This design comes from an exercise in tuning for small area, a short achievable clock period and few clock cycles on the open sky130 flow, not from production work. Function was not checked in any run shown here: the RTL went through the layout flow alone. Power figures rest on the tool's default switching activity, not on a simulated workload.

$ cat flow/flow/run.sh
#!/bin/bash
# Standard ORFS layout (the standard.sh), with repair_timing asked for
# a larger setup margin so that it shortens the critical paths further.
set -euo pipefail
echo "export SETUP_SLACK_MARGIN = 7.7" >> config.mk
bash standard.sh finish > standard_flow.log 2>&1 || { tail -50 standard_flow.log; exit 1; }
tail -5 standard_flow.log
$ cat flow/standard.sh
#!/bin/bash
# synth_recipe.tcl (not shown) runs the flow's synth.tcl, then flattens the netlist and writes it again
# the make line also repeats each setting of config.mk as NAME=value (left out here)
make -C /OpenROAD-flow-scripts/flow DESIGN_CONFIG=/design/flow/config.mk WORK_HOME=/design/flow/orfs CLKGATE_MAP_FILE= SYNTH_SCRIPT=/design/flow/synth_recipe.tcl "${@:-finish}"
$ cat flow/config.mk
export PLATFORM = sky130hd
export DESIGN_NAME = processor
export DESIGN_NICKNAME = processor
export VERILOG_FILES = /design/flow/design.v
export SDC_FILE = /design/flow/constraint.sdc
export NUM_CORES = 4
export LEC_CHECK = 0
export CAP_MARGIN = 20
export CORE_MARGIN = 2
export CORE_UTILIZATION = 40
export SLEW_MARGIN = 20
export SETUP_SLACK_MARGIN = 7.7
$ cat flow/constraint.sdc
create_clock -name core_clock -period 11.0 [get_ports {clk}]
set_input_delay 2.2000 -clock core_clock [delete_from_list [all_inputs] [get_ports {clk}]]
set_output_delay 2.2000 -clock core_clock [all_outputs]
set_load 0.01 [all_outputs]
$ cat flow/design.v
module processor (
    input         clk,
    input         rst,
    output [15:0] imem_addr,
    input  [15:0] imem_rdata,
    output [15:0] dmem_addr,
    input  [15:0] dmem_rdata,
    output [15:0] dmem_wdata,
    output        dmem_we
);
    reg  [15:0] rf [0:15];
    reg  [15:0] pc;         
    reg  [15:0] ir;
    reg         dv;         
    reg  [3:0]  ra_a;       
    reg  [3:0]  rb_a;       
    reg         bp;         
    reg         hz;         
    reg         dj;         
    reg         dbr;        
    reg         dshl;       
    wire [3:0] nop = imem_rdata[15:12];
    wire       n_mem = (nop == 4'h1) | (nop == 4'h2);
    wire       n_ra  = (nop == 4'h4) | (nop == 4'h5) | (nop == 4'h8) |
                       (nop == 4'hB) | (nop == 4'hC) | (nop == 4'hF);
    wire [3:0] n_ra_a = n_ra ? imem_rdata[7:4] : imem_rdata[11:8];
    wire [3:0] n_rb_a = (nop == 4'h2) ? {2'b11, imem_rdata[11:10]} : imem_rdata[3:0];
    reg  [15:0] opa, opb;
    reg         e_cin;
    reg  [1:0]  e_sel;      
    reg         e_fill;
    reg         e_wen, e_ld, e_st;
    reg         e_br, e_bne;    
    reg  [3:0]  e_wd;
    reg  [15:0] maddr;
    wire [15:0] sum   = opa + opb + {15'b0, e_cin};
    wire [3:0]  e_sham = opb[7:4];
    wire        e_shl  = (opb[1:0] == 2'b01);
    wire [15:0] lor   = opa | opb;
    wire [15:0] lnand = ~(opa & opb);
    wire [15:0] sh1 = e_sham[0] ? {e_fill, opa[15:1]} : opa;
    wire [15:0] sh2 = e_sham[1] ? {{2{e_fill}}, sh1[15:2]} : sh1;
    wire [15:0] sh4 = e_sham[2] ? {{4{e_fill}}, sh2[15:4]} : sh2;
    wire [15:0] sh8 = e_sham[3] ? {{8{e_fill}}, sh4[15:8]} : sh4;
    wire [15:0] sh8_rev;
    genvar gi;
    generate for (gi = 0; gi < 16; gi = gi + 1) begin : g_rev
        assign sh8_rev[gi] = sh8[15 - gi];
    end endgenerate
    wire [15:0] shres = e_shl ? sh8_rev : sh8;
    reg  [15:0] alu;
    always @(*) begin
        case (e_sel)
            2'd0: alu = sum;
            2'd1: alu = lor;
            2'd2: alu = lnand;
            default: alu = shres;
        endcase
    end
    wire [15:0] wdata = e_ld ? dmem_rdata : alu;
    always @(posedge clk)
        if (e_wen) rf[e_wd] <= wdata;
    wire [3:0] op = ir[15:12];
    wire [3:0] fd = ir[11:8];
    wire [15:0] ra = rf[ra_a];
    wire [15:0] rb = rf[rb_a];
    wire        hza = e_wen & (e_wd == ra_a);
    wire        hzb = e_wen & (e_wd == rb_a);
    wire [15:0] fwa = hza ? wdata : ra;
    wire [15:0] wdata_rev, ra_rev;
    reg  [15:0] opa_n;
    always @(*) begin
        case ({hza, dshl})
            2'b00: opa_n = ra;
            2'b01: opa_n = ra_rev;
            2'b10: opa_n = wdata;
            default: opa_n = wdata_rev;
        endcase
    end
    wire [15:0] fwb = hzb ? wdata : rb;
    wire d_rr  = (op == 4'h8) | (op == 4'hB) | (op == 4'hC) | (op == 4'hF);
    wire d_zx  = (op == 4'hA) | (op == 4'hE);
    wire d_sub = (op == 4'hC) | (op == 4'hD) | (op == 4'hE);
    wire d_alu = (op == 4'h0) | (op[3] | (op[2] & op[1]));
    wire d_sha = (ir[1:0] == 2'b11);
    wire taken = e_br & ((opa == opb) ^ e_bne);
    wire stall = dv & (hz | (dbr & ~bp));
    wire go    = dv & ~hz & ~bp;
    wire jump  = dv & dj;
    wire       d_wen = d_alu | (op == 4'h1);
    wire [3:0] d_wd  = (op == 4'h1) ? {2'b11, fd[3:2]} : fd;
    wire       n_hz  = go & d_wen &
                       n_mem & (d_wd[3:2] == 2'b10) & (imem_rdata[9:8] == d_wd[1:0]);
    reg [15:0] base;
    always @(*) begin
        case (fd[1:0])
            2'd0: base = rf[8];
            2'd1: base = rf[9];
            2'd2: base = rf[10];
            default: base = rf[11];
        endcase
    end
    wire [15:0] sx8 = {{8{ir[7]}}, ir[7:0]};
    wire [15:0] imm = d_zx ? {8'h00, ir[7:0]} : sx8;
    wire [15:0] bsrc = (d_rr | dbr | (op == 4'h2)) ? fwb : imm;
    generate for (gi = 0; gi < 16; gi = gi + 1) begin : g_rev2
        assign ra_rev[gi] = ra[15 - gi];
        assign wdata_rev[gi] = wdata[15 - gi];
    end endgenerate
    wire [15:0] pc_next = pc + (jump ? {{4{ir[11]}}, ir[11:0]} : 16'd2);
    always @(posedge clk) begin
        opa    <= opa_n;
        opb    <= d_sub ? ~bsrc : bsrc;
        e_cin  <= d_sub;
        e_sel  <= (op == 4'h0) ? 2'd3 :
                  ((op == 4'h6) | (op == 4'hF)) ? 2'd1 :
                  ((op == 4'h7) | (op == 4'hB)) ? 2'd2 : 2'd0;
        e_fill <= d_sha & fwa[15];
        e_ld   <= (op == 4'h1);
        e_wd   <= d_wd;
        e_bne  <= op[0];
        maddr  <= base + {sx8[14:0], 1'b0};
        if (rst) begin
            pc    <= 16'h0000;
            dv    <= 1'b0;
            bp    <= 1'b0;
            hz    <= 1'b0;
            e_wen <= 1'b0;
            e_st  <= 1'b0;
            e_br  <= 1'b0;
        end else begin
            e_br  <= go & dbr;
            e_wen <= go & d_wen;
            e_st  <= go & (op == 4'h2);
            bp    <= go & dbr;
            hz    <= 1'b0;
            if (taken) begin
                pc <= ra;               
                dv <= 1'b0;
            end else if (!stall) begin
                hz   <= n_hz;
                pc   <= pc_next;
                ir   <= imem_rdata;
                dv   <= ~jump;
                dj   <= (nop == 4'h3);
                dbr  <= (nop == 4'h4) | (nop == 4'h5);
                dshl <= (nop == 4'h0) & (imem_rdata[1:0] == 2'b01);
                ra_a <= n_ra_a;
                rb_a <= n_rb_a;
            end else if (go & dbr) begin
                ra_a <= fd;
            end
        end
    end
    assign imem_addr  = pc;
    assign dmem_addr  = maddr;
    assign dmem_wdata = opb;
    assign dmem_we    = e_st;
endmodule
==> results of run 1 <==
cell type report:
| cell class | count | area share [%] |
|---|---|---|
| clock inverter | 16 | 0.481 |
| inverter | 62 | 0.972 |
| multi-input combinational | 985 | 42.2 |
| tap | 680 | 3.44 |
| timing repair buffer | 182 | 6.77 |
| clock buffer | 59 | 4.72 |
| timing repair inverter | 1 | 0.0304 |
| sequential | 366 | 41.4 |
metal layers:
| layer | vias up | track usage, % | routed length [um] |
|---|---|---|---|
| met2 | 633 | 41.6 | 32800 |
| met4 | 0 | 11.0 | 2910 |
| met3 | 120 | 4.68 | 4820 |
| met1 | 7507 | 31.8 | 26500 |
| li1 | 6291 | - | - |
| met5 | - | 0 | 0 |
flip-flops by register name, indices dropped and copies added (netlist names), 2 cells and up, named ones only:
register  cells
rf          256
ir           16
opa          16
ra_a          4
maddr        16
rb_a          4
e_wd          4
e_sel         2
opb          16
pc           16
logic make-up (layout without fill, tap and decap cells):
| kind of cell | Yosys count | in the layout | synth area share [%] |
|---|---|---|---|
| flops | 366 | 366 | 49.3 |
| xor+xnor | 53 | 53 | 2.25 |
| simple gates | 326 | 327 | 7.44 |
| compound gates | 286 | 287 | 9.54 |
| mux | 253 | 253 | 24.1 |
| buf+inv | 163 | 320 | 3.26 |
| fa+ha+maj | 65 | 65 | 4.09 |
repair_timing:
action | 4_1_cts | 5_1_grt
pin swaps | 12 | 24
gates cloned | 5 | 2
hold buffers | 0 | 0
endpoints found under the setup margin | 297 | 189
resized for setup | 333 | 65
buffers inserted | 34 | 23
placed cells by master, fill, tap and decap left out, types with 11 or more instances in the layout:
| master | instances |
|---|---|
| dfxtp_2 | 24 |
| a211oi_1 | 11 |
| xnor2_1 | 41 |
| edfxtp_1 | 283 |
| nand3_1 | 22 |
| a21o_1 | 18 |
| buf_2 | 37 |
| o21ai_0 | 43 |
| clkbuf_1 | 13 |
| buf_12 | 13 |
| clkbuf_16 | 43 |
| buf_6 | 12 |
| ha_1 | 49 |
| a311oi_1 | 13 |
| dfxtp_4 | 13 |
| a21oi_1 | 53 |
| mux4_2 | 185 |
| buf_4 | 79 |
| dfxtp_1 | 46 |
| inv_1 | 57 |
| clkdlybuf4s50_1 | 28 |
| mux2i_1 | 42 |
| nand2_1 | 106 |
| o211ai_1 | 11 |
| and3_1 | 18 |
| mux2_2 | 20 |
| nor3_1 | 21 |
| a31oi_1 | 17 |
| nor2_1 | 63 |
worst min-delay path, delay by kind of cell (launching register included):
kind | cells | cell delay, ns
flip-flops | 1 | 0.33
AO/OA/AOI/OAI | 1 | 0.08
AND/OR/NAND/NOR | 1 | 0.05
power by group:
group	internal [mW]	switching, mW
sequential	1.76	0.105
combinational	0.707	1.02
clock	0.764	0.564
path summary, 6_finish.rpt:
kind	start	end	slack [ns]
max	opb[4]$_DFF_P_	dmem_wdata[4]	7.65
min	pc[5]$_SDFFE_PP0P_	pc[5]$_SDFFE_PP0P_	0.50
max reg2reg	ir[8]$_DFFE_PP_	maddr[15]$_DFF_P_	7.73
min reg2reg	pc[5]$_SDFFE_PP0P_	pc[5]$_SDFFE_PP0P_	0.50
through the flow:
stage	setup slack [ns]	cell area (um^2)	cells	hold slack (ns)	util (%)
2_1_floorplan	7.65	20600	1512	0.480	-
3_3_place_gp	6.66	22300	2212	0.500	43.6
3_5_place_dp	6.63	22300	2212	0.503	43.6
4_1_cts	7.62	24300	2326	0.496	47.5
5_1_grt	7.59	24700	2351	0.530	48.4
6_report	7.65	24700	2351	0.499	48.4
==> flow_summary_export.csv, run 1 <==
group,metric,value,unit
critical_path,rr_worst_depth,14,
routing,wl_per_cell,28.5,um
critical_path,crit_type,"reg -> out",
clock_tree,cts_tree,"done",
pwr,ir_worst_vdd,0.0982,mV
timing,finalCritPeriodShare,30.5,%
clock_tree,clock_path_buffers,3,
yosys,ys_warn_count,1,
critical_path,cp.arrival,1.15,ns
timing,min_period,3.35,ns
yosys,synthDistinctLibCells,74,
die,core_area,51100,um^2
routing,route.vias.total,14551,
timing,tightestPinTransition,1.08,ns
critical_path,required,8.80,ns
yosys,synthTopCellsByArea,"edfxtp_1 (41%), mux4_2 (20%), dfxtp_1 (8.1%), ha_1 (3.7%), mux2i_1 (2.0%)",
min_path,hold_class,"reg -> reg",
status,status,"finished clean",
die,num_io_pins,83,
final_layout,multi_input_area,10400,um^2
clock_tree,clockRootBuffer,"clkbuf_16",
die,design.die.area,53400,um^2
timing,final-setup-viol-count,0,
routing,drc_errors,0,
timing,max_freq,298,MHz
routing,dr.pass1.iters,5,
yosys,synthArstFlopShare,0,%
critical_path,worst_path_max_delay_cell,"dfxtp_4",
global_route,first_global_vias,14218,
timing,grt_setup_unrepaired,"true",
yosys,syn_inst,1512,
critical_path,cp_num_cells,2,
job,max_cap_viol_count,0,
die,rows,83,
yosys,synth_edf_count,283,
pwr,p_per_area,199,nW/um^2
timing,slew_headroom,28.0,%
final_layout,finalNetCount,1739,
critical_path,worst_setup_path_end_kind,"output port",
yosys,yosysMostFrequentCell,"edfxtp_1",
placed_design,gp_congestion,0.942,
yosys,yosysTopAreaCell,"edfxtp_1",
critical_path,crit_fanout,3,
clock_tree,cts.sinks,366,
global_route,overflow,0,
placed_design,dp_hpwl,43800,um
yosys,syn_avg_cell_area,13.6,um^2
critical_path,cp_slowest_stage_delay,0.35,ns
clock_tree,clock_latency,0.57,ns
final_layout,nFillCells,4403,
critical_path,critPathTopFamily,"flip-flops",
global_route,grt_pass1_wl,96800,um
timing,drv_slew,0,
critical_path,critPathBufInv,2,
routing,routed_via_density,6.19,
global_route,grt_max_degree,65,
placed_design,io_buffers,82,
timing,finClkSkew,0.0249,ns
pwr,total_power,4.93,mW
global_route,grt_use_total,25.0,%
timing,hold_viol_final,0,
clock_tree,htree_levels,2,
pwr,leakage,8.78,nW
clock_tree,cts_inserted_buffers,42,
routing,drt-total-wl,67100,um
die,die_h,231,um
critical_path,start_kind,"flip-flop",
final_layout,ff_latch_area,10200,um^2
yosys,netlist_area,20600,um^2
yosys,ys_seq_area_share,49.3,%
clock_tree,path_clk_slew,0.06,ns
yosys,synth_ff_type,"edfxtp_1",
die,die_x,231,um
final_layout,drive_gt1_share,33.8,%
global_route,antenna_found_initial,0,
yosys,synth_top_area_share,41.2,%
final_layout,areaGrowthSynthToFinish,20.0,%
routing,first_iter_violations,1566,
yosys,synth_common_cells,"edfxtp_1 (283), mux4_2 (185), nand2_1 (109), dfxtp_1 (83), nor2_1 (79)",
die,initial_core_util,40.3,%
routing,ant_nets,0,
timing,tns,0,ns
min_path,holdPathStages,2,
critical_path,crit_chain,"buf_12 > buf_6",
yosys,syn-num-nets,1611,
final_layout,diodes,0,
yosys,yosys_register_bits,366,
==> inputs of run 2 (changes only) <==
--- a/flow/design.v
+++ b/flow/design.v
@@ -8,7 +8,7 @@
     output [15:0] dmem_wdata,
     output        dmem_we
 );
-    reg  [15:0] rf [0:15];
+    wire [255:0] rf;
     reg  [15:0] pc;         
     reg  [15:0] ir;
     reg         dv;         
@@ -58,12 +58,17 @@
         endcase
     end
     wire [15:0] wdata = e_ld ? dmem_rdata : alu;
-    always @(posedge clk)
-        if (e_wen) rf[e_wd] <= wdata;
+    genvar gr;
+    generate for (gr = 0; gr < 16; gr = gr + 1) begin : g_rf
+        reg [15:0] r;
+        always @(posedge clk)
+            if (e_wen && e_wd == gr) r <= wdata;
+        assign rf[16*gr +: 16] = r;
+    end endgenerate
     wire [3:0] op = ir[15:12];
     wire [3:0] fd = ir[11:8];
-    wire [15:0] ra = rf[ra_a];
-    wire [15:0] rb = rf[rb_a];
+    wire [15:0] ra = rf[16*ra_a +: 16];
+    wire [15:0] rb = rf[16*rb_a +: 16];
     wire        hza = e_wen & (e_wd == ra_a);
     wire        hzb = e_wen & (e_wd == rb_a);
     wire [15:0] fwa = hza ? wdata : ra;
@@ -91,15 +96,7 @@
     wire [3:0] d_wd  = (op == 4'h1) ? {2'b11, fd[3:2]} : fd;
     wire       n_hz  = go & d_wen &
                        n_mem & (d_wd[3:2] == 2'b10) & (imem_rdata[9:8] == d_wd[1:0]);
-    reg [15:0] base;
-    always @(*) begin
-        case (fd[1:0])
-            2'd0: base = rf[8];
-            2'd1: base = rf[9];
-            2'd2: base = rf[10];
-            default: base = rf[11];
-        endcase
-    end
+    wire [15:0] base = rf[128 + 16*fd[1:0] +: 16];
     wire [15:0] sx8 = {{8{ir[7]}}, ir[7:0]};
     wire [15:0] imm = d_zx ? {8'h00, ir[7:0]} : sx8;
     wire [15:0] bsrc = (d_rr | dbr | (op == 4'h2)) ? fwb : imm;
@@ -140,16 +137,18 @@
             end else if (!stall) begin
                 hz   <= n_hz;
                 pc   <= pc_next;
-                ir   <= imem_rdata;
                 dv   <= ~jump;
-                dj   <= (nop == 4'h3);
-                dbr  <= (nop == 4'h4) | (nop == 4'h5);
-                dshl <= (nop == 4'h0) & (imem_rdata[1:0] == 2'b01);
-                ra_a <= n_ra_a;
-                rb_a <= n_rb_a;
-            end else if (go & dbr) begin
-                ra_a <= fd;
             end
+        end
+        if (!stall) begin
+            ir   <= imem_rdata;
+            dj   <= (nop == 4'h3);
+            dbr  <= (nop == 4'h4) | (nop == 4'h5);
+            dshl <= (nop == 4'h0) & (imem_rdata[1:0] == 2'b01);
+            ra_a <= n_ra_a;
+            rb_a <= n_rb_a;
+        end else if (go & dbr) begin
+            ra_a <= fd;
         end
     end
     assign imem_addr  = pc;
==> run 2 against run 1 <==
Design area fell by 1.3%; utilization fell by 0.65 points; first-iteration DRC count up 0.51%; die area shrank 0.27%; still clean; highest routed layer unchanged; sequential cell count down 4; clock skew shrank 0.0042 ns.
==> flow_summary_export.csv, run 2 <==
group,metric,value,unit
global_route,met3_usage,3.26,%
final_layout,drive_gt1_share,32.3,%
pwr,ir_worst_vdd,0.0885,mV
placed_design,dpl_cell_area,22200,um^2
global_route,met2_usage,40.2,%
timing,max_freq,298,MHz
pwr,leakage,8.74,nW
critical_path,reg2reg_slack,7.80,ns
die,design.die.area,53200,um^2
yosys,netlist_area,20600,um^2
routing,wl_per_cell,27.3,um
final_layout,largest_reg_flops,256,
die,core_area,51100,um^2
critical_path,crit_chain,"buf_12 > buf_6",
pwr,p_per_area,210,nW/um^2
final_layout,finalNetCount,1711,
yosys,synthDistinctLibCells,84,
clock_tree,cts.sinks,362,
routing,routed_via_density,6.10,
final_layout,layout.cells.most_common,"edfxtp_1",
yosys,ys_seq_area_share,49.0,%
critical_path,start_kind,"flip-flop",
min_path,min_to,"pc[11]$_SDFFE_PP0P_",
placed_design,io_buffers,82,
critical_path,critPathBufInv,2,
status,status,"finished clean",
timing,grt_setup_unrepaired,"true",
clock_tree,clockRootBuffer,"clkbuf_16",
yosys,synthArstFlopShare,0,%
global_route,first_global_vias,14080,
timing,slew_headroom,28.8,%
routing,dr.pass1.iters,6,
yosys,synthAdderAreaFrac,4.10,%
pwr,p_switching,1.73,mW
critical_path,crit_type,"reg -> out",
global_route,grt_use_total,23.9,%
yosys,synth_top_area_share,41.3,%
timing,hold_viol_final,0,
yosys,yosysMostFrequentCell,"edfxtp_1",
clock_tree,clock_path_buffers,3,
critical_path,worst_setup_path_end_kind,"output port",
final_layout,final_cell_mix,"edfxtp_1 (283), mux4_2 (192), buf_4 (93)",
critical_path,critPathTopFamily,"flip-flops",
critical_path,cp.arrival,1.15,ns
yosys,synthMuxAreaShare,25.3,%
yosys,synth_compound_area_share,8.47,%
clock_tree,path_clk_slew,0.06,ns
die,die_x,231,um
timing,tns,0,ns
clock_tree,clock_latency,0.56,ns
yosys,synth_common_cells,"edfxtp_1 (283), mux4_2 (192), nand2_1 (83), dfxtp_1 (79), nor2_1 (79)",
clock_tree,cts_inserted_buffers,41,
timing,finalCritPeriodShare,30.5,%
final_layout,fin_area,24400,um^2
timing,worst_hold_slack,0.514,ns
final_layout,postLayoutCoreUtil,47.7,%
yosys,yosys.area_share.simple,7.34,%
critical_path,reg2reg_from,"opb[4]$_DFF_P_",
final_layout,diodes,0,
routing,drt-total-wl,63400,um
die,initial_core_util,40.2,%
pwr,swShare,33.8,%
timing,drv_slew,0,
critical_path,rr_worst_depth,11,
critical_path,worst_path_max_delay_cell,"dfxtp_4",
critical_path,r2r-end,"pc[15]$_SDFFE_PP0P_",
pwr,total_power,5.13,mW
critical_path,cp_slowest_stage_delay,0.35,ns
yosys,syn_avg_cell_area,14.0,um^2
global_route,overflow,0,
pwr,clockPowerShare,26.4,%
routing,first_iter_violations,1574,
placed_design,dp_hpwl,42700,um
yosys,syn_inst,1469,
global_route,grt_pass1_wl,93000,um
yosys,synth_ff_type,"edfxtp_1",
critical_path,required,8.80,ns
pwr,power_frac_seq,36.8,%
yosys,synth_edf_count,283,
global_route,antenna_found_initial,0,
yosys,synth-xor-area-share,2.34,%
job,max_cap_viol_count,0,
global_route,grt_use_met1,31.6,%
routing,route.vias.total,14175,
yosys,yosysTopAreaCell,"edfxtp_1",
min_path,holdPathStages,2,
min_path,hold_path.startpoint,"pc[11]$_SDFFE_PP0P_",
final_layout,nFillCells,4441,
global_route,busiest_layer,"met2",
clock_tree,hold_buffers,0,
clock_tree,cts_tree,"done",
timing,tightestPinTransition,1.06,ns
final_layout,areaGrowthSynthToFinish,18.7,%
global_route,grt_max_degree,45,
die,die_h,231,um
yosys,syn-num-nets,1568,
die,rows,83,
timing,finClkSkew,0.0207,ns
pwr,p_int,3.40,mW
yosys,yosys_register_bits,362,
final_layout,max_flop_register,"g_rf.r",
yosys,synth_top_family_by_area,"multiplexers",
clock_tree,htree_levels,2,
critical_path,crit_fanout,3,
yosys,synthTopCellsByArea,"edfxtp_1 (41%), mux4_2 (21%), dfxtp_1 (7.7%), ha_1 (3.7%), mux2i_1 (2.6%)",
yosys,ys_warn_count,1,
min_path,hold_class,"reg -> reg",
routing,drc_errors,0,
timing,final-setup-viol-count,0,
die,num_io_pins,83,
pwr,combPwrFrac,36.7,%
timing,min_period,3.35,ns
routing,ant_nets,0,
placed_design,gp_congestion,0.936,
run 2: worst max path at each step:
stage	from	to	slack (ns)	cells after the start
after floorplan	rst	hz$_SDFF_PP0_	7.63	4
after global placement	rst	hz$_SDFF_PP0_	6.59	5
after detailed placement	rst	hz$_SDFF_PP0_	6.59	5
after CTS	opb[4]$_DFF_P_	pc[15]$_SDFFE_PP0P_	7.57	11
after global routing	opb[6]$_DFF_P_	dmem_wdata[6]	7.63	2
final	opb[7]$_DFF_P_	dmem_wdata[7]	7.65	2
run 2: metal layers:
| metal | wire, um | part of all wire (%) |
|---|---|---|
| met5 | 0 | 0 |
| met4 | 2480 | 3.9 |
| met3 | 4330 | 6.8 |
| met2 | 31200 | 49 |
| met1 | 25300 | 40 |
run 2: area by class of cell:
type / count / area [um^2] / area share, %
inverters: 66 / 251 / 1.03
clock buffers: 51 / 1110 / 4.53
well taps: 680 / 851 / 3.49
clock inverters: 24 / 220 / 0.903
repair buffers: 194 / 1710 / 7.02
flip-flops and latches: 362 / 10100 / 41.6
multi-input cells: 947 / 10100 / 41.4
run 2: cells by family after synthesis:
kind of cell / count (synthesis)
buffers and inverters: 161
XOR/XNOR: 55
flip-flops: 362
multiplexers: 266
adder cells (fa/ha/maj): 65
AO/OA/AOI/OAI: 250
AND/OR/NAND/NOR: 310
run 2: power groups by stage:
stage	Combinational (mW)	Sequential [mW]	Clock (mW)
6_report	1.89	1.89	1.36
5_1_grt	2.01	1.90	1.44
4_1_cts	1.79	1.89	1.38
3_5_place_dp	1.61	1.92	0
3_3_place_gp	1.59	1.92	0
2_1_floorplan	1.05	1.89	0
run 2: worst register-to-register path: cells and delay by family (launching register included):
kind | cells | cell delay [ns]
and+or+nand+nor | 5 | 1.51
xor gates and xnor gates | 1 | 0.29
AOI/OAI and AO/OA | 1 | 0.14
adders and majority gates | 1 | 0.34
DFF | 1 | 0.35
buffers and inverters | 3 | 0.46
run 2: what timing repair did:
action,4_1_cts,5_1_grt
gates resized for setup,277,44
pin swaps,6,5
buffers inserted,40,22
setup endpoints to repair,234,124
cloned,4,1
run 2: through the flow:
stage          std cells  setup slack [ns]
2_1_floorplan       1469              7.63
3_3_place_gp        2181              6.59
3_5_place_dp        2182              6.59
4_1_cts             2301              7.57
5_1_grt             2324              7.63
6_report            2324              7.65
==> inputs of run 3 (changes only) <==
==> flow/config.mk (replaced) <==
export PLATFORM = sky130hd
export DESIGN_NAME = processor
export DESIGN_NICKNAME = processor
export VERILOG_FILES = /design/flow/design.v
export SDC_FILE = /design/flow/constraint.sdc
export NUM_CORES = 4
export LEC_CHECK = 0
export CAP_MARGIN = 10
export CORE_MARGIN = 2
export CORE_UTILIZATION = 60
export PLACE_DENSITY = 0.75
export SLEW_MARGIN = 10
export SETUP_SLACK_MARGIN = 7.7
==> run 3 against run 2 <==
Critical path type unchanged; synthesized area unchanged; non-clock buffer count down 14; register-to-register slack worse by 0.05 ns; highest routed layer unchanged; design area down 2.1%.
==> flow_summary_export.csv, run 3 <==
group,metric,value,unit
routing,drc_errors,0,
yosys,synth_ff_type,"edfxtp_1",
yosys,yosysMostFrequentCell,"edfxtp_1",
placed_design,io_buffers,82,
global_route,grt_pass1_wl,90100,um
pwr,ir_worst_vdd,0.140,mV
routing,drt-total-wl,60500,um
routing,ant_nets,0,
routing,routed.top_layer,"met4",
clock_tree,cts.sinks,362,
clock_tree,clock_path_buffers,3,
pwr,total_power,5.01,mW
critical_path,reg2reg_from,"opb[7]$_DFF_P_",
placed_design,gp_congestion,0.936,
critical_path,crit_fanout,5,
critical_path,rr_worst_depth,12,
yosys,syn_avg_cell_area,14.0,um^2
clock_tree,clockRootBuffer,"clkbuf_16",
critical_path,cp.arrival,1.13,ns
routing,routed_via_density,7.07,
routing,first_iter_violations,1847,
global_route,grt_max_degree,67,
die,rows,67,
yosys,ys_seq_area_share,49.0,%
min_path,hold_path.startpoint,"pc[0]$_SDFFE_PP0P_",
placed_design,pre_cts_ws,6.50,ns
final_layout,layout.cells.most_common,"edfxtp_1",
clock_tree,clock_latency,0.54,ns
critical_path,r2r-end,"g_rf[12].r[11]$_DFFE_PP_",
routing,wl_met3,6960,um
yosys,synth_common_cells,"edfxtp_1 (283), mux4_2 (192), nand2_1 (83), dfxtp_1 (79), nor2_1 (79)",
routing,wl_per_cell,29.2,um
pwr,p_per_area,210,nW/um^2
min_path,holdPathStages,2,
status,status,"finished clean",
clock_tree,cts_inserted_buffers,38,
timing,drv_slew,0,
placed_design,dp_hpwl,39700,um
yosys,netlist_area,20600,um^2
min_path,hold_class,"reg -> reg",
timing,finClkSkew,0.0182,ns
final_layout,max_flop_register,"g_rf.r",
routing,route.vias.total,14626,
timing,slew_headroom,14.6,%
final_layout,drive_gt1_share,31.2,%
yosys,synthTopCellsByArea,"edfxtp_1 (41%), mux4_2 (21%), dfxtp_1 (7.7%), ha_1 (3.7%), mux2i_1 (2.6%)",
yosys,yosys_register_bits,362,
final_layout,nFillCells,2179,
routing,wl_met1,22000,um
job,max_cap_viol_count,0,
timing,tns,0,ns
routing,dr_wl_met2,28600,um
global_route,antenna_found_initial,1,
critical_path,required,8.80,ns
final_layout,largest_reg_flops,256,
global_route,overflow,0,
timing,final-setup-viol-count,0,
critical_path,start_kind,"flip-flop",
die,core_area,33600,um^2
die,design.die.area,35700,um^2
critical_path,crit_type,"reg -> out",
global_route,first_global_vias,14213,
timing,max_freq,301,MHz
timing,finalCritPeriodShare,30.2,%
routing,dr.pass1.iters,6,
die,initial_core_util,61.1,%
timing,tightestPinTransition,1.27,ns
min_path,min_to,"pc[0]$_SDFFE_PP0P_",
yosys,synth_edf_count,283,
global_route,grt_use_total,34.4,%
final_layout,final_cell_mix,"edfxtp_1 (283), mux4_2 (192), buf_4 (83)",
timing,grt_setup_unrepaired,"true",
yosys,yosysTopAreaCell,"edfxtp_1",
yosys,ys_warn_count,1,
yosys,synthDistinctLibCells,84,
clock_tree,hold_buffers,0,
timing,min_period,3.33,ns
final_layout,ff_latch_area,10100,um^2
timing,hold_viol_final,0,
critical_path,worst_setup_path_end_kind,"output port",
yosys,syn-num-nets,1568,
yosys,synth_top_area_share,41.3,%
critical_path,reg2reg_slack,7.75,ns
clock_tree,cts_tree,"done",
yosys,syn_inst,1469,
timing,setup_ws,7.67,ns
die,die_h,189,um
clock_tree,path_clk_slew,0.06,ns
final_layout,finalNetCount,1694,
final_layout,areaGrowthSynthToFinish,16.2,%
die,die_x,189,um
die,num_io_pins,83,
yosys,synthArstFlopShare,0,%
clock_tree,htree_levels,2,
pwr,leakage,8.61,nW
final_layout,multi_input_area,10100,um^2
## run 3: changes by cell type in the layout (fill, tap and decap cells not counted), sizes merged
cell,before,now
buf,156,126
clkinv,19,11
clkbuf,53,60
clkdlybuf4s15,1,8
bufbuf,4,5
clkdlybuf4s50,28,29
clkinvlp,3,2
diode,0,1
## run 3: worst max-delay path, cell delays in order, from the launching register on
cell and delay [ns]:
dfxtp_4 0.36, buf_12 0.13, buf_6 0.11
## run 3: layout make-up
class,instances,area share [%]
clock buffer,51,4.36
tap,448,2.35
antenna,1,0.0105
clock inverter,15,0.781
multi-input combinational,947,42.2
inverter,66,1.05
sequential,362,42.5
timing repair buffer,180,6.73
## run 3: metal layers
metal  track usage [%]  vias to the layer above
met1              46.3                     7248
met5                 0                        -
met2              55.2                     1024
met3              7.03                      230
li1                  -                     6124
met4              14.5                        0
## run 3: repair_timing
| item | CTS | global route |
|---|---|---|
| gates resized for setup | 230 | 58 |
| pin swaps | 1 | 8 |
| setup endpoints to repair | 216 | 125 |
| hold endpoints to repair | 0 | 0 |
| buffers inserted | 33 | 20 |
| gates cloned | 5 | 1 |
## run 3: kinds of logic after synthesis
kind of cell / Yosys count / synth area share [%]
XOR/XNOR: 55 / 2.34
flip-flops: 362 / 49.0
AO/OA/AOI/OAI: 250 / 8.47
buffers and inverters: 161 / 3.38
adder cells (fa/ha/maj): 65 / 4.10
multiplexers: 266 / 25.3
AND/OR/NAND/NOR: 310 / 7.34
## run 3: how the worst max path moves through the flow
stage | to | slack, ns | start | cells past startpoint
CTS | dmem_wdata[5] | 7.49 | opb[5]$_DFF_P_ | 2
finish | dmem_wdata[7] | 7.67 | opb[7]$_DFF_P_ | 2
global placement | hz$_SDFF_PP0_ | 6.56 | rst | 5
global route | dmem_wdata[7] | 7.66 | opb[7]$_DFF_P_ | 2
detailed placement | hz$_SDFF_PP0_ | 6.50 | rst | 5
floorplan | hz$_SDFF_PP0_ | 7.63 | rst | 4
## run 3: report_power, final
part	internal (mW)	switching (mW)	total, mW
Sequential	1.80	0.112	1.91
Clock	0.760	0.524	1.28
Combinational	0.766	1.05	1.82
## run 3: metrics by stage
| stage | util, % | cells | area (um^2) | hold slack, ns |
|---|---|---|---|---|
| 2_1_floorplan | - | 1469 | 20600 | 0.462 |
| 3_5_place_dp | 65.1 | 1944 | 21900 | 0.505 |
| 6_report | 71.0 | 2070 | 23900 | 0.495 |
| 5_1_grt | 71.0 | 2069 | 23900 | 0.516 |
| 3_3_place_gp | 65.1 | 1944 | 21900 | 0.497 |
| 4_1_cts | 70.5 | 2048 | 23700 | 0.499 |
==> inputs of run 4 (changes only) <==
--- a/flow/config.mk
+++ b/flow/config.mk
@@ -8,6 +8,7 @@
 export CAP_MARGIN = 10
 export CORE_MARGIN = 2
 export CORE_UTILIZATION = 60
+export CTS_BUF_LIST = sky130_fd_sc_hd__clkbuf_8
 export PLACE_DENSITY = 0.75
 export SLEW_MARGIN = 10
 export SETUP_SLACK_MARGIN = 7.7
==> run 4 against run 3 <==
Still clean; global-route usage down 0.52 points; wire length down 1.6%; sequential cell count is the same; setup slack got worse by 0.086 ns; final cell count is 2.0% higher; via count decreased by 0.55%; largest cell class unchanged.
==> flow_summary_export.csv, run 4 <==
group,metric,value,unit
timing,finalCritPeriodShare,31.0,%
yosys,synthDistinctLibCells,84,
yosys,syn_inst,1469,
yosys,synth_top_area_share,41.3,%
global_route,grt_pass1_wl,88700,um
routing,first_iter_violations,1578,
pwr,ir_worst_vdd,0.115,mV
die,num_io_pins,83,
routing,drt-total-wl,59600,um
global_route,antenna_found_initial,5,
timing,slew_headroom,13.8,%
clock_tree,cts_tree,"done",
critical_path,rr_worst_depth,9,
clock_tree,path_clk_slew,0.06,ns
routing,wl_per_cell,28.2,um
final_layout,areaGrowthSynthToFinish,15.5,%
timing,min_period,3.41,ns
global_route,grt_use_total,33.8,%
clock_tree,clock_latency,0.63,ns
routing,ant_nets,0,
yosys,synthTopCellsByArea,"edfxtp_1 (41%), mux4_2 (21%), dfxtp_1 (7.7%), ha_1 (3.7%), mux2i_1 (2.6%)",
routing,drc_errors,0,
timing,drv_slew,0,
global_route,grt_max_degree,67,
pwr,p_switching,1.69,mW
pwr,power_frac_seq,40.2,%
final_layout,final_cell_mix,"edfxtp_1 (283), mux4_2 (192), buf_4 (88)",
final_layout,nFillCells,2231,
die,rows,67,
pwr,clockPowerShare,21.5,%
global_route,first_global_vias,14302,
critical_path,required,8.80,ns
global_route,overflow,0,
yosys,synth-xor-area-share,2.34,%
die,design.die.area,35700,um^2
timing,tns,0,ns
placed_design,dpl_cell_area,21900,um^2
yosys,yosys.area_share.simple,7.34,%
timing,finClkSkew,0.0259,ns
pwr,p_int,3.06,mW
clock_tree,cts_inserted_buffers,56,
clock_tree,clock_path_buffers,3,
yosys,ys_warn_count,1,
critical_path,crit_fanout,3,
status,status,"finished clean",
yosys,yosys_register_bits,362,
routing,routed_via_density,6.89,
die,initial_core_util,61.1,%
pwr,swShare,35.6,%
yosys,synthMuxAreaShare,25.3,%
yosys,syn_avg_cell_area,14.0,um^2
min_path,hold_class,"reg -> reg",
clock_tree,hold_buffers,0,
final_layout,fin_area,23700,um^2
die,die_x,189,um
yosys,ys_seq_area_share,49.0,%
critical_path,worst_path_max_delay_cell,"dfxtp_4",
critical_path,cp.arrival,1.21,ns
yosys,yosysTopAreaCell,"edfxtp_1",
critical_path,crit_type,"reg -> out",
final_layout,largest_reg_flops,256,
yosys,synth_compound_area_share,8.47,%
die,core_area,33600,um^2
yosys,synth_ff_type,"edfxtp_1",
pwr,p_per_area,200,nW/um^2
yosys,synth_common_cells,"edfxtp_1 (283), mux4_2 (192), nand2_1 (83), dfxtp_1 (79), nor2_1 (79)",
final_layout,finalNetCount,1715,
routing,route.vias.total,14545,
placed_design,dp_hpwl,39700,um
critical_path,start_kind,"flip-flop",
yosys,synthAdderAreaFrac,4.10,%
min_path,holdPathStages,0,
pwr,combPwrFrac,38.3,%
final_layout,drive_gt1_share,31.4,%
pwr,leakage,8.63,nW
timing,final-setup-viol-count,0,
yosys,synth_top_family_by_area,"multiplexers",
placed_design,io_buffers,82,
clock_tree,htree_levels,2,
die,die_h,189,um
critical_path,cp_slowest_stage_delay,0.36,ns
routing,dr.pass1.iters,7,
job,max_cap_viol_count,0,
timing,grt_setup_unrepaired,"true",
clock_tree,cts.sinks,362,
yosys,synthArstFlopShare,0,%
yosys,yosysMostFrequentCell,"edfxtp_1",
timing,tightestPinTransition,1.29,ns
yosys,synth_edf_count,283,
yosys,syn-num-nets,1568,
critical_path,crit_chain,"buf_12 > buf_6",
final_layout,max_flop_register,"g_rf.r",
yosys,netlist_area,20600,um^2
clock_tree,clockRootBuffer,"clkbuf_8",
critical_path,worst_setup_path_end_kind,"output port",
timing,max_freq,293,MHz
timing,hold_viol_final,0,
final_layout,layout.cells.most_common,"edfxtp_1",
placed_design,gp_congestion,0.936,
run 4: cell type report:
cell class	count	area, um^2	share of cell area (%)
Antenna cell	2	5.00	0.0211
Multi-Input combinational cell	946	10000	42.3
Timing Repair Buffer	184	1730	7.30
Clock buffer	58	798	3.36
Inverter	66	251	1.06
Clock inverter	45	206	0.869
Sequential cell	362	10200	42.8
Tap cell	448	561	2.36
run 4: stage by stage:
step	utilization, %	std cells	hold slack [ns]	power [mW]	setup WS (ns)
final	70.6	2111	0.575	4.75	7.59
after global placement	65.1	1944	0.497	3.47	6.56
after floorplan	-	1469	0.462	2.94	7.63
after global routing	70.6	2110	0.594	4.93	7.53
after CTS	69.9	2092	0.566	4.63	7.47
after detailed placement	65.1	1944	0.505	3.49	6.50
run 4: metal layers:
metal,part of all wire [%],track usage [%]
met5,0.022,0
met4,5.2,15.6
met3,12,7.53
met2,47,53.5
met1,36,45.3
run 4: timing repair:
item,in CTS,in global routing
cloned,4,0
buffers inserted,41,17
pin swaps,1,6
gates resized for setup,298,35
setup endpoints to repair,181,117
run 4: worst paths after layout:
path / start / slack, ns / endpoint
max: opb[7]$_DFF_P_ / 7.59 / dmem_wdata[7]
min: ir[12]$_DFFE_PN_ / 0.58 / e_bne$_DFF_P_
max reg2reg: opa[11]$_DFF_P_ / 7.66 / pc[15]$_SDFFE_PP0P_
min reg2reg: ir[12]$_DFFE_PN_ / 0.58 / e_bne$_DFF_P_
run 4: worst max-delay path: cells and delay by family (launching register included):
kind     cells  cell delay [ns]
flops        1             0.36
buf+inv      2             0.24
run 4: cell families after synthesis:
family          count (synthesis)
flops                         362
simple gates                  310
mux                           266
compound gates                250
buf+inv                       161
fa+ha+maj                      65
xor+xnor                       55
run 4: power by group through the flow:
stage,Sequential (mW),Combinational (mW),Clock [mW]
global route,1.91,1.92,1.09
floorplan,1.89,1.05,0
finish,1.91,1.82,1.02
CTS,1.90,1.69,1.04
detailed placement,1.93,1.56,0
global placement,1.92,1.54,0
==> inputs of run 5 (changes only) <==
==> flow/flow/run.sh (replaced) <==
#!/bin/bash
# Standard ORFS layout (the standard.sh), with repair_timing asked for
# a larger setup margin so that it shortens the critical paths further.
set -euo pipefail
echo "export SETUP_SLACK_MARGIN = 8.0" >> config.mk
bash standard.sh finish > standard_flow.log 2>&1 || { tail -50 standard_flow.log; exit 1; }
tail -5 standard_flow.log
--- a/flow/config.mk
+++ b/flow/config.mk
@@ -8,7 +8,6 @@
 export CAP_MARGIN = 10
 export CORE_MARGIN = 2
 export CORE_UTILIZATION = 60
-export CTS_BUF_LIST = sky130_fd_sc_hd__clkbuf_8
 export PLACE_DENSITY = 0.75
 export SLEW_MARGIN = 10
-export SETUP_SLACK_MARGIN = 7.7
+export SETUP_SLACK_MARGIN = 8.0
==> run 5 against run 4 <==
Final cell count decreased by 0.24%; clock skew down 0.0047 ns; total power rose by 11%; sequential cell count unchanged; largest cell class is now multi-input combinational cells; critical path depth unchanged; design area up 4.8%; wire length is 7.2% higher; clock power rose by 34%; synthesized cell count stayed put; first-iteration DRC count up 31%.
==> flow_summary_export.csv, run 5 <==
group,metric,value,unit
timing,worst_hold_slack,0.590,ns
final_layout,multi_input_area,10500,um^2
yosys,synthAdderAreaFrac,4.10,%
critical_path,r2r-end,"pc[15]$_SDFFE_PP0P_",
routing,dr.pass1.iters,5,
yosys,netlist_area,20600,um^2
final_layout,ff_latch_area,10200,um^2
clock_tree,clockRootBuffer,"clkbuf_16",
global_route,antenna_found_initial,1,
routing,first_iter_violations,2075,
min_path,hold_path.startpoint,"dbr$_DFFE_PN_",
critical_path,crit_fanout,2,
routing,route.vias.total,14934,
yosys,synth_ff_type,"edfxtp_1",
clock_tree,cts_tree,"done",
timing,finalCritPeriodShare,30.3,%
final_layout,max_flop_register,"g_rf.r",
final_layout,areaGrowthSynthToFinish,21.0,%
final_layout,largest_reg_flops,256,
timing,slew_headroom,20.4,%
clock_tree,path_clk_slew,0.06,ns
final_layout,final_cell_mix,"edfxtp_1 (283), mux4_2 (194), buf_4 (109)",
pwr,leakage,9.02,nW
yosys,synth_common_cells,"edfxtp_1 (283), mux4_2 (192), nand2_1 (83), dfxtp_1 (79), nor2_1 (79)",
job,max_cap_viol_count,0,
routing,routed_via_density,7.09,
clock_tree,htree_levels,2,
min_path,hold_class,"reg -> reg",
global_route,overflow,0,
final_layout,drive_gt1_share,37.2,%
status,status,"finished clean",
yosys,synthArstFlopShare,0,%
timing,min_period,3.33,ns
min_path,holdPathStages,1,
critical_path,start_kind,"flip-flop",
final_layout,diodes,0,
pwr,swShare,33.7,%
min_path,min_to,"e_br$_SDFF_PP0_",
yosys,synth_compound_area_share,8.47,%
critical_path,reg2reg_from,"opa[11]$_DFF_P_",
critical_path,crit_type,"reg -> out",
clock_tree,cts.sinks,362,
timing,final-setup-viol-count,0,
die,die_h,189,um
final_layout,nFillCells,2088,
routing,wl_per_cell,30.3,um
die,rows,67,
final_layout,fin_area,24900,um^2
yosys,yosys.area_share.simple,7.34,%
critical_path,worst_setup_path_end_kind,"output port",
final_layout,finalNetCount,1728,
pwr,ir_worst_vdd,0.138,mV
yosys,yosys_register_bits,362,
timing,tns,0,ns
routing,drt-total-wl,63800,um
yosys,synth_edf_count,283,
timing,grt_setup_unrepaired,"true",
yosys,synthTopCellsByArea,"edfxtp_1 (41%), mux4_2 (21%), dfxtp_1 (7.7%), ha_1 (3.7%), mux2i_1 (2.6%)",
pwr,p_int,3.50,mW
placed_design,dp_hpwl,39800,um
pwr,power_frac_seq,36.1,%
critical_path,cp.arrival,1.13,ns
clock_tree,clock_latency,0.55,ns
placed_design,gp_congestion,0.921,
yosys,syn_inst,1469,
global_route,first_global_vias,14377,
critical_path,required,8.80,ns
yosys,synth-xor-area-share,2.34,%
yosys,yosysMostFrequentCell,"edfxtp_1",
pwr,p_switching,1.78,mW
yosys,ys_seq_area_share,49.0,%
pwr,total_power,5.28,mW
die,core_area,33600,um^2
placed_design,io_buffers,82,
clock_tree,cts_inserted_buffers,39,
placed_design,dpl_cell_area,22100,um^2
pwr,p_per_area,212,nW/um^2
die,num_io_pins,83,
routing,ant_nets,0,
timing,max_freq,301,MHz
global_route,grt_pass1_wl,93500,um
yosys,synth_top_family_by_area,"multiplexers",
yosys,synthDistinctLibCells,84,
timing,tightestPinTransition,1.18,ns
die,die_x,189,um
die,initial_core_util,61.1,%
yosys,synth_top_area_share,41.3,%
critical_path,rr_worst_depth,9,
yosys,synthMuxAreaShare,25.3,%
die,design.die.area,35700,um^2
timing,drv_slew,0,
yosys,ys_warn_count,1,
yosys,syn-num-nets,1568,
clock_tree,clock_path_buffers,3,
critical_path,reg2reg_slack,7.87,ns
timing,hold_viol_final,0,
yosys,syn_avg_cell_area,14.0,um^2
yosys,yosysTopAreaCell,"edfxtp_1",
clock_tree,hold_buffers,0,
pwr,clockPowerShare,25.9,%
timing,finClkSkew,0.0212,ns
routing,drc_errors,0,
global_route,grt_max_degree,67,
global_route,grt_use_total,36.0,%
final_layout,layout.cells.most_common,"edfxtp_1",
pwr,combPwrFrac,38.0,%
run 5: worst max-delay path by stage:
stage | startpoint | end | cells past startpoint
after CTS | opb[7]$_DFF_P_ | dmem_wdata[7] | 2
after floorplan | rst | hz$_SDFF_PP0_ | 4
final | opb[6]$_DFF_P_ | dmem_wdata[6] | 2
after global routing | opb[6]$_DFF_P_ | dmem_wdata[6] | 2
after global placement | rst | hz$_SDFF_PP0_ | 5
after detailed placement | rst | hz$_SDFF_PP0_ | 5
run 5: cell type report:
class,count,area share (%)
clock buffer,48,4.27
inverter,66,1.07
timing repair buffer,213,8.38
clock inverter,22,1.10
tap,448,2.25
sequential,362,40.9
multi-input combinational,947,42.1
run 5: power groups by stage:
| stage | combinational (mW) | sequential (mW) | clock [mW] |
|---|---|---|---|
| floorplan | 1.09 | 1.89 | 0 |
| global placement | 1.59 | 1.92 | 0 |
| detailed placement | 1.62 | 1.92 | 0 |
| CTS | 1.84 | 1.90 | 1.38 |
| global route | 2.11 | 1.91 | 1.43 |
| finish | 2.01 | 1.91 | 1.37 |
run 5: through the flow:
step / cells / setup WS (ns) / utilization [%]
6_report: 2106 / 7.67 / 74.0
5_1_grt: 2106 / 7.65 / 74.0
4_1_cts: 2079 / 7.67 / 72.5
3_3_place_gp: 1944 / 6.67 / 65.7
2_1_floorplan: 1469 / 7.71 / -
3_5_place_dp: 1944 / 6.67 / 65.7
run 5: kinds of logic after synthesis:
family	Yosys count
compound gates	250
xor+xnor	55
fa+ha+maj	65
buf+inv	161
flops	362
mux	266
simple gates	310
run 5: what timing repair did:
item,4_1_cts,5_1_grt
pin swaps,20,27
buffers inserted,61,26
setup endpoints to repair,303,219
cloned,4,1
resized for setup,364,89
run 5: worst max-delay path, cell delays in order (launching register included):
cell and delay [ns]:
dfxtp_4 0.35, buf_12 0.13, buf_6 0.11
run 5: per-layer routing:
metal / wire length, um / share of wire [%] / GRT usage [%] / vias up
li1: - / - / - / 6219
met1: 22700 / 36 / 47.4 / 7435
met2: 30600 / 48 / 58.6 / 1030
met3: 7030 / 11 / 6.80 / 250
met4: 3500 / 5.5 / 16.4 / 0
met5: 0 / 0 / 0 / -
==> inputs of run 6 (changes only) <==
--- a/flow/design.v
+++ b/flow/design.v
@@ -23,7 +23,8 @@
     wire       n_mem = (nop == 4'h1) | (nop == 4'h2);
     wire       n_ra  = (nop == 4'h4) | (nop == 4'h5) | (nop == 4'h8) |
                        (nop == 4'hB) | (nop == 4'hC) | (nop == 4'hF);
-    wire [3:0] n_ra_a = n_ra ? imem_rdata[7:4] : imem_rdata[11:8];
+    wire [3:0] n_ra_a = n_mem ? {2'b10, imem_rdata[9:8]} :
+                        n_ra  ? imem_rdata[7:4] : imem_rdata[11:8];
     wire [3:0] n_rb_a = (nop == 4'h2) ? {2'b11, imem_rdata[11:10]} : imem_rdata[3:0];
     reg  [15:0] opa, opb;
     reg         e_cin;
@@ -96,7 +97,7 @@
     wire [3:0] d_wd  = (op == 4'h1) ? {2'b11, fd[3:2]} : fd;
     wire       n_hz  = go & d_wen &
                        n_mem & (d_wd[3:2] == 2'b10) & (imem_rdata[9:8] == d_wd[1:0]);
-    wire [15:0] base = rf[128 + 16*fd[1:0] +: 16];
+    wire [15:0] base = ra;
     wire [15:0] sx8 = {{8{ir[7]}}, ir[7:0]};
     wire [15:0] imm = d_zx ? {8'h00, ir[7:0]} : sx8;
     wire [15:0] bsrc = (d_rr | dbr | (op == 4'h2)) ? fwb : imm;
==> flow/flow/run.sh (replaced) <==
#!/bin/bash
# Standard ORFS layout (the standard.sh), with repair_timing asked for
# a larger setup margin so that it shortens the critical paths further.
set -euo pipefail
echo "export SETUP_SLACK_MARGIN = 7.7" >> config.mk
bash standard.sh finish > standard_flow.log 2>&1 || { tail -50 standard_flow.log; exit 1; }
tail -5 standard_flow.log
--- a/flow/config.mk
+++ b/flow/config.mk
@@ -10,4 +10,4 @@
 export CORE_UTILIZATION = 60
 export PLACE_DENSITY = 0.75
 export SLEW_MARGIN = 10
-export SETUP_SLACK_MARGIN = 8.0
+export SETUP_SLACK_MARGIN = 7.7
==> run 6 against run 5 <==
Critical path depth is 10 higher; die area down 1.9%; design area fell by 3.4%; utilization shrank 1.8 points; register-to-register slack lost 0.73 ns; sequential cell count unchanged; hold slack lost 0.086 ns; maximum frequency down 14%; first-iteration DRC count fell by 12%; critical endpoint is now maddr[15]$_DFF_P_.
==> flow_summary_export.csv, run 6 <==
group,metric,value,unit
die,die_x,187,um
yosys,yosysMostFrequentCell,"edfxtp_1",
yosys,syn-num-nets,1545,
final_layout,nFillCells,2133,
critical_path,required,11.40,ns
routing,first_iter_violations,1824,
die,initial_core_util,60.6,%
placed_design,gp_congestion,0.974,
yosys,synth-xor-area-share,2.35,%
die,num_io_pins,83,
routing,drt-total-wl,59700,um
pwr,p_per_area,218,nW/um^2
global_route,grt_pass1_wl,89400,um
routing,route.vias.total,14386,
global_route,first_global_vias,14320,
placed_design,pre_cts_ws,6.14,ns
placed_design,dp_hpwl,36800,um
yosys,synth_top_area_share,42.1,%
routing,drc_errors,0,
min_path,hold_class,"reg -> reg",
global_route,antenna_found_initial,1,
critical_path,cp_slowest_stage_delay,0.63,ns
yosys,synth_ff_type,"edfxtp_1",
critical_path,crit_chain,"buf_4 > bufbuf_16 > buf_4 > mux4_2 > mux4_2 > ha_1 > o21a_1 > o211ai_1 > a21oi_2 > o31ai_2 > mux2i_1 > a2111oi_1",
final_layout,drive_gt1_share,33.4,%
final_layout,largest_reg_flops,256,
yosys,ys_warn_count,1,
global_route,overflow,0,
yosys,yosys.area_share.simple,7.74,%
pwr,leakage,8.86,nW
final_layout,areaGrowthSynthToFinish,19.2,%
clock_tree,clock_latency,0.54,ns
timing,final-setup-viol-count,0,
critical_path,critPathTopFamily,"multiplexers",
routing,ant_nets,0,
pwr,ir_worst_vdd,0.144,mV
clock_tree,clockRootBuffer,"clkbuf_16",
yosys,yosys_register_bits,362,
yosys,synth_top_family_by_area,"multiplexers",
critical_path,worst_setup_path_end_kind,"flip-flop",
timing,drv_slew,0,
timing,grt_setup_unrepaired,"true",
timing,setup_ws,7.14,ns
timing,max_freq,259,MHz
critical_path,cp.arrival,4.25,ns
critical_path,crit_type,"reg -> reg",
critical_path,crit_fanout,4,
yosys,synth_edf_count,283,
yosys,netlist_area,20200,um^2
timing,finClkSkew,0.0292,ns
routing,routed_via_density,6.89,
yosys,ys_seq_area_share,50.0,%
critical_path,critPathBufInv,3,
timing,min_period,3.86,ns
die,design.die.area,35100,um^2
yosys,synthDistinctLibCells,79,
critical_path,reg2reg_from,"ra_a[0]$_DFFE_PP_",
clock_tree,clock_path_buffers,3,
final_layout,finalNetCount,1707,
yosys,syn_inst,1446,
yosys,synth_common_cells,"edfxtp_1 (283), mux4_2 (169), nand2_1 (95), dfxtp_1 (79), nor2_1 (79)",
timing,hold_viol_final,0,
yosys,synthArstFlopShare,0,%
clock_tree,cts_tree,"done",
clock_tree,cts_inserted_buffers,39,
timing,finalCritPeriodShare,35.1,%
global_route,grt_max_degree,66,
final_layout,final_cell_mix,"edfxtp_1 (283), mux4_2 (169), buf_4 (105)",
timing,tightestPinTransition,1.07,ns
yosys,synth_compound_area_share,8.04,%
yosys,synthAdderAreaFrac,4.18,%
routing,wl_per_cell,28.6,um
placed_design,io_buffers,82,
die,core_area,33300,um^2
clock_tree,cts.sinks,362,
placed_design,place_inst,1921,
yosys,synthMuxAreaShare,23.8,%
status,status,"finished clean",
min_path,hold_path.startpoint,"pc[7]$_SDFFE_PP0P_",
yosys,synthTopCellsByArea,"edfxtp_1 (42%), mux4_2 (19%), dfxtp_1 (7.8%), ha_1 (3.8%), mux2i_1 (2.7%)",
critical_path,cp-startpoint,"ra_a[0]$_DFFE_PP_",
final_layout,max_flop_register,"g_rf.r",
yosys,syn_avg_cell_area,13.9,um^2
die,rows,67,
clock_tree,path_clk_slew,0.06,ns
job,max_cap_viol_count,0,
clock_tree,htree_levels,2,
routing,dr.pass1.iters,5,
final_layout,layout.cells.most_common,"edfxtp_1",
timing,tns,0,ns
global_route,grt_use_total,34.3,%
critical_path,worst_path_max_delay_cell,"mux4_2",
timing,slew_headroom,28.8,%
yosys,yosysTopAreaCell,"edfxtp_1",
die,die_h,187,um
critical_path,start_kind,"flip-flop",
final_layout,final_cells,2087,
run 6: changes by cell type after synthesis, sizes merged, moves of 6 or more:
| cell | before | now |
|---|---|---|
| o211ai | 11 | 5 |
| mux4 | 199 | 181 |
| a221oi | 1 | 7 |
| nor2b | 9 | 15 |
| a21oi | 46 | 56 |
| o22ai | 11 | 4 |
| nand2 | 83 | 95 |
| buf | 42 | 26 |
| a21o | 11 | 22 |
| clkbuf | 53 | 67 |
| a31oi | 17 | 5 |
| xor2 | 23 | 17 |
run 6: path summary, 6_finish.rpt:
| kind | end | slack, ns | depth (start not counted) |
|---|---|---|---|
| worst max-delay path | maddr[15]$_DFF_P_ | 7.14 | 12 |
| worst min-delay path | pc[7]$_SDFFE_PP0P_ | 0.50 | 2 |
| worst max register to register | maddr[15]$_DFF_P_ | 7.14 | 12 |
| worst min register to register | pc[7]$_SDFFE_PP0P_ | 0.50 | 2 |
run 6: worst reg2reg max path: stages, from the launching register on:
cell and delay (ns):
edfxtp_1 0.39, buf_4 0.15, bufbuf_16 0.27, buf_4 0.15, mux4_2 0.52, mux4_2 0.63, ha_1 0.39, o21a_1 0.15
o211ai_1 0.25, a21oi_2 0.11, o31ai_2 0.25, mux2i_1 0.12, a2111oi_1 0.34
run 6: through the flow:
stage	hold slack, ns	util, %	instance area (um^2)	total power, mW
global route	0.531	72.2	24000	5.42
global placement	0.497	64.4	21400	3.54
CTS	0.506	71.5	23800	5.08
finish	0.504	72.2	24000	5.23
floorplan	0.467	-	20400	3.02
detailed placement	0.507	64.4	21400	3.57
run 6: what timing repair did:
action / 4_1_cts / 5_1_grt
setup endpoints to repair: 329 / 153
pin swaps: 22 / 23
gates resized for setup: 270 / 50
setup buffers: 59 / 27
gates cloned: 8 / 0
hold endpoints to repair: 0 / 0
hold buffers: 0 / 0
run 6: cells by family (layout without fill, tap and decap cells):
logic type               count (synthesis)  count (layout)
AO/OA/AOI/OAI                          236             236
XOR/XNOR                                54              54
adder cells (fa/ha/maj)                 65              65
buffers and inverters                  157             348
flip-flops                             362             362
multiplexers                           248             248
other                                    0               1
AND/OR/NAND/NOR                        324             325
run 6: cell type report:
cell class                 count  area [um^2]  area share (%)
tap                          448          561            2.33
sequential                   362        10100            42.2
inverter                      64          253            1.05
clock inverter                20          178           0.739
multi-input combinational    928         9820            40.8
clock buffer                  51         1080            4.51
antenna                        1         2.50          0.0104
timing repair buffer         213         2010            8.35
run 6: routing by layer:
layer	GRT usage (%)	up-vias	wire, um
met4	16.6	0	3330
met2	55.7	1007	28500
met3	5.67	233	6180
met1	45.5	7073	21600
met5	0	-	0
li1	-	6073	-
run 6: power breakdown:
group	total, mW	internal (mW)	switching, mW
Clock	1.29	0.748	0.543
Sequential	1.91	1.81	0.101
Combinational	2.03	0.882	1.15
Total	5.23	3.44	1.79
==> inputs of run 7 (changes only) <==
--- a/flow/design.v
+++ b/flow/design.v
@@ -68,7 +68,11 @@
     end endgenerate
     wire [3:0] op = ir[15:12];
     wire [3:0] fd = ir[11:8];
-    wire [15:0] ra = rf[16*ra_a +: 16];
+    wire [63:0] ra_g;
+    generate for (gi = 0; gi < 4; gi = gi + 1) begin : g_ra
+        assign ra_g[16*gi +: 16] = rf[64*gi + 16*ra_a[1:0] +: 16];
+    end endgenerate
+    wire [15:0] ra = ra_g[16*ra_a[3:2] +: 16];
     wire [15:0] rb = rf[16*rb_a +: 16];
     wire        hza = e_wen & (e_wd == ra_a);
     wire        hzb = e_wen & (e_wd == rb_a);
@@ -97,7 +101,7 @@
     wire [3:0] d_wd  = (op == 4'h1) ? {2'b11, fd[3:2]} : fd;
     wire       n_hz  = go & d_wen &
                        n_mem & (d_wd[3:2] == 2'b10) & (imem_rdata[9:8] == d_wd[1:0]);
-    wire [15:0] base = ra;
+    wire [15:0] base = ra_g[32 +: 16];
     wire [15:0] sx8 = {{8{ir[7]}}, ir[7:0]};
     wire [15:0] imm = d_zx ? {8'h00, ir[7:0]} : sx8;
     wire [15:0] bsrc = (d_rr | dbr | (op == 4'h2)) ? fwb : imm;
@@ -138,18 +142,16 @@
             end else if (!stall) begin
                 hz   <= n_hz;
                 pc   <= pc_next;
+                ir   <= imem_rdata;
                 dv   <= ~jump;
+                dj   <= (nop == 4'h3);
+                dbr  <= (nop == 4'h4) | (nop == 4'h5);
+                dshl <= (nop == 4'h0) & (imem_rdata[1:0] == 2'b01);
+                ra_a <= n_ra_a;
+                rb_a <= n_rb_a;
+            end else if (go & dbr) begin
+                ra_a <= fd;
             end
-        end
-        if (!stall) begin
-            ir   <= imem_rdata;
-            dj   <= (nop == 4'h3);
-            dbr  <= (nop == 4'h4) | (nop == 4'h5);
-            dshl <= (nop == 4'h0) & (imem_rdata[1:0] == 2'b01);
-            ra_a <= n_ra_a;
-            rb_a <= n_rb_a;
-        end else if (go & dbr) begin
-            ra_a <= fd;
         end
     end
     assign imem_addr  = pc;
==> run 7 against run 6 <==
Largest power group is now registers; critical endpoint unchanged; first-iteration DRC count decreased by 6.1%; still clean; via count down 2.3%; synthesized area is 1.4% lower; clock power rose by 4%; final cell count decreased by 2.4%; die area shrank 1.4%; non-clock buffer count decreased by 22; utilization rose by 0.10 points; setup slack gained 0.49 ns; register-to-register slack gained 0.49 ns; largest cell class unchanged.
==> flow_summary_export.csv, run 7 <==
group,metric,value,unit
clock_tree,clock_path_buffers,3,
final_layout,drive_gt1_share,33.8,%
timing,final-setup-viol-count,0,
global_route,grt_max_degree,65,
timing,slew_headroom,26.5,%
critical_path,path_common_cell,"a21oi_1",
yosys,syn-num-nets,1512,
timing,tightestPinTransition,1.10,ns
clock_tree,cts_inserted_buffers,39,
clock_tree,cts_tree,"done",
global_route,grt_pass1_wl,88600,um
pwr,combPwrFrac,31.8,%
min_path,hold_class,"reg -> reg",
final_layout,fin_area,23500,um^2
yosys,synth_common_cells,"edfxtp_1 (283), mux4_2 (179), nand2_1 (93), nor2_1 (82), dfxtp_1 (79)",
die,die_x,186,um
routing,route.vias.total,14051,
pwr,ir_worst_vdd,0.185,mV
placed_design,place_inst,1897,
clock_tree,clock_latency,0.55,ns
die,die_h,186,um
critical_path,crit_fanout,7,
yosys,synthTopCellsByArea,"edfxtp_1 (43%), mux4_2 (20%), dfxtp_1 (8.0%), ha_1 (3.8%), mux2i_1 (2.5%)",
critical_path,crit_type,"reg -> reg",
die,core_area,32500,um^2
pwr,clockPowerShare,28.9,%
pwr,power_frac_seq,39.3,%
timing,worst_hold_slack,0.497,ns
critical_path,crit_chain,"buf_12 > mux4_2 > ha_1 > fa_1 > a21oi_1 > o21bai_2 > a21oi_2 > o21ai_2 > a211oi_2 > o41ai_1 > a21oi_1 > xnor2_1",
critical_path,required,11.47,ns
pwr,p_switching,1.49,mW
final_layout,areaGrowthSynthToFinish,18.4,%
critical_path,worst_path_max_delay_cell,"mux4_2",
clock_tree,hold_buffers,0,
global_route,met3_usage,7.61,%
routing,drc_errors,0,
die,design.die.area,34600,um^2
yosys,syn_avg_cell_area,14.1,um^2
global_route,grt_use_met1,45.7,%
routing,dr.pass1.iters,6,
timing,setup_ws,7.63,ns
pwr,swShare,32.0,%
critical_path,cp.arrival,3.84,ns
timing,grt_setup_unrepaired,"true",
yosys,yosys_register_bits,362,
routing,ant_nets,0,
clock_tree,cts.sinks,362,
yosys,ys_seq_area_share,50.7,%
yosys,synth_ff_type,"edfxtp_1",
placed_design,gp_congestion,0.973,
die,rows,66,
routing,drt-total-wl,60300,um
routing,routed_via_density,6.90,
yosys,synth_edf_count,283,
pwr,total_power,4.65,mW
timing,min_period,3.37,ns
timing,finClkSkew,0.0211,ns
placed_design,pre_cts_ws,6.72,ns
placed_design,dp_hpwl,37300,um
global_route,antenna_found_initial,0,
global_route,grt_use_total,35.8,%
yosys,netlist_area,19900,um^2
die,num_io_pins,83,
yosys,synthDistinctLibCells,82,
clock_tree,htree_levels,2,
yosys,syn_inst,1413,
timing,finalCritPeriodShare,30.6,%
status,status,"finished clean",
critical_path,cp_slowest_stage_delay,0.55,ns
placed_design,io_buffers,82,
final_layout,final_cells,2036,
timing,tns,0,ns
pwr,p_per_area,197,nW/um^2
yosys,yosysTopAreaCell,"edfxtp_1",
global_route,first_global_vias,14009,
final_layout,diodes,0,
yosys,synthArstFlopShare,0,%
final_layout,max_flop_register,"g_rf.r",
critical_path,start_kind,"flip-flop",
routing,first_iter_violations,1713,
final_layout,largest_reg_flops,256,
yosys,yosysMostFrequentCell,"edfxtp_1",
pwr,leakage,8.59,nW
final_layout,finalNetCount,1663,
final_layout,postLayoutCoreUtil,72.3,%
global_route,met2_usage,58.3,%
clock_tree,path_clk_slew,0.06,ns
global_route,busiest_layer,"met2",
pwr,p_int,3.16,mW
routing,wl_per_cell,29.6,um
timing,hold_viol_final,0,
final_layout,final_cell_mix,"edfxtp_1 (283), mux4_2 (179), nand2_1 (93)",
timing,max_freq,297,MHz
final_layout,layout.cells.most_common,"edfxtp_1",
job,max_cap_viol_count,0,
clock_tree,clockRootBuffer,"clkbuf_16",
die,initial_core_util,61.1,%
global_route,overflow,0,
timing,drv_slew,0,
yosys,synth_top_area_share,42.8,%
yosys,ys_warn_count,1,
critical_path,worst_setup_path_end_kind,"flip-flop",
placed_design,dpl_cell_area,21300,um^2
==> run 7: cell types whose count changed after synthesis, sizes merged, moves of 8 or more <==
cell | before | now
a21oi | 56 | 48
o211ai | 5 | 15
a31oi | 5 | 13
clkbuf | 67 | 50
a21o | 22 | 11
nor2b | 15 | 6
==> run 7: power groups by stage <==
stage	Sequential [mW]	Combinational [mW]	Clock, mW
after floorplan	1.82	0.833	0
after global placement	1.85	1.24	0
after detailed placement	1.85	1.26	0
after CTS	1.82	1.37	1.35
after global routing	1.83	1.57	1.41
final	1.83	1.48	1.34
==> run 7: routing by layer <==
layer | up-vias | routed length [um]
met1 | 6990 | 21800
met2 | 893 | 28900
li1 | 5917 | -
met3 | 251 | 5860
met5 | - | 0
met4 | 0 | 3750
==> run 7: critical path: cells and delay by family (launching register included) <==
family                   cells  cell delay, ns
AO/OA/AOI/OAI                7            1.26
XOR/XNOR                     1            0.14
adder cells (fa/ha/maj)      2            0.67
buffers and inverters        1            0.19
flip-flops                   1            0.47
multiplexers                 1            0.55
==> run 7: worst paths after layout <==
check / from / end / slack [ns] / cells past startpoint
hold reg to reg: pc[13]$_SDFFE_PP0P_ / pc[13]$_SDFFE_PP0P_ / 0.50 / 2
setup / recovery: ra_a[0]$_DFFE_PP_ / maddr[15]$_DFF_P_ / 7.63 / 12
setup reg to reg: ra_a[0]$_DFFE_PP_ / maddr[15]$_DFF_P_ / 7.63 / 12
hold / removal: pc[13]$_SDFFE_PP0P_ / pc[13]$_SDFFE_PP0P_ / 0.50 / 2
==> run 7: logic make-up after synthesis <==
kind of cell | after synthesis | share of synthesized area [%]
XOR/XNOR | 57 | 2.51
multiplexers | 246 | 23.8
AO/OA/AOI/OAI | 222 | 7.96
flip-flops | 362 | 50.7
adder cells (fa/ha/maj) | 65 | 4.24
buffers and inverters | 141 | 3.01
AND/OR/NAND/NOR | 320 | 7.78
==> run 7: final cells by class <==
class	count	area, um^2
timing repair buffer	191	1740
fill	2134	9000
clock inverter	20	249
multi-input combinational	911	9530
inverter	59	228
clock buffer	51	1080
tap	442	553
sequential	362	10200
==> run 7: timing repair <==
action,in CTS,in global routing
setup buffers,33,27
gates resized for setup,260,66
gates cloned,6,2
pin swaps,6,12
setup endpoints to repair,265,168

==> static timing again, ports no longer ideal <==
In the flow no input, the clock included, has a driving cell. The finished layouts below were timed again as built, in two steps. Step 1 assumes that a clkbuf_16 drives the clock port and a buf_2 every other input. Step 2 moves the port delays by t, midway between the first and last clock arrival at a register: inputs arrive t later, outputs are due t later. That takes back most of the time a late clock gives input paths. Three values: no drivers, after step 1, after step 2; two values: the first two.
| run | t, ns | slack for setup (ns) | worst register clock-pin slew, ns | cell pins on the clock port's net |
|---|---|---|---|---|
| run 1 | 0.615 | 7.648 / 7.593 / 7.195 | 0.06 / 0.06 | 1 |
| run 2 | 0.609 | 7.649 / 7.589 / 7.140 | 0.06 / 0.06 | 1 |
| run 3 | 0.582 | 7.673 / 7.619 / 7.182 | 0.07 / 0.07 | 1 |
| run 4 | 0.671 | 7.586 / 7.537 / 7.062 | 0.07 / 0.07 | 1 |
| run 5 | 0.592 | 7.672 / 7.618 / 7.431 | 0.07 / 0.07 | 1 |
| run 6 | 0.581 | 7.144 / 7.144 / 7.143 | 0.07 / 0.07 | 1 |
| run 7 | 0.589 | 7.635 / 7.629 / 7.209 | 0.06 / 0.06 | 1 |
After both steps setup and hold are still met in every run listed. The setup slack of run 4, which loses most, moves by -0.049 ns with the drivers and by -0.524 ns with both steps.
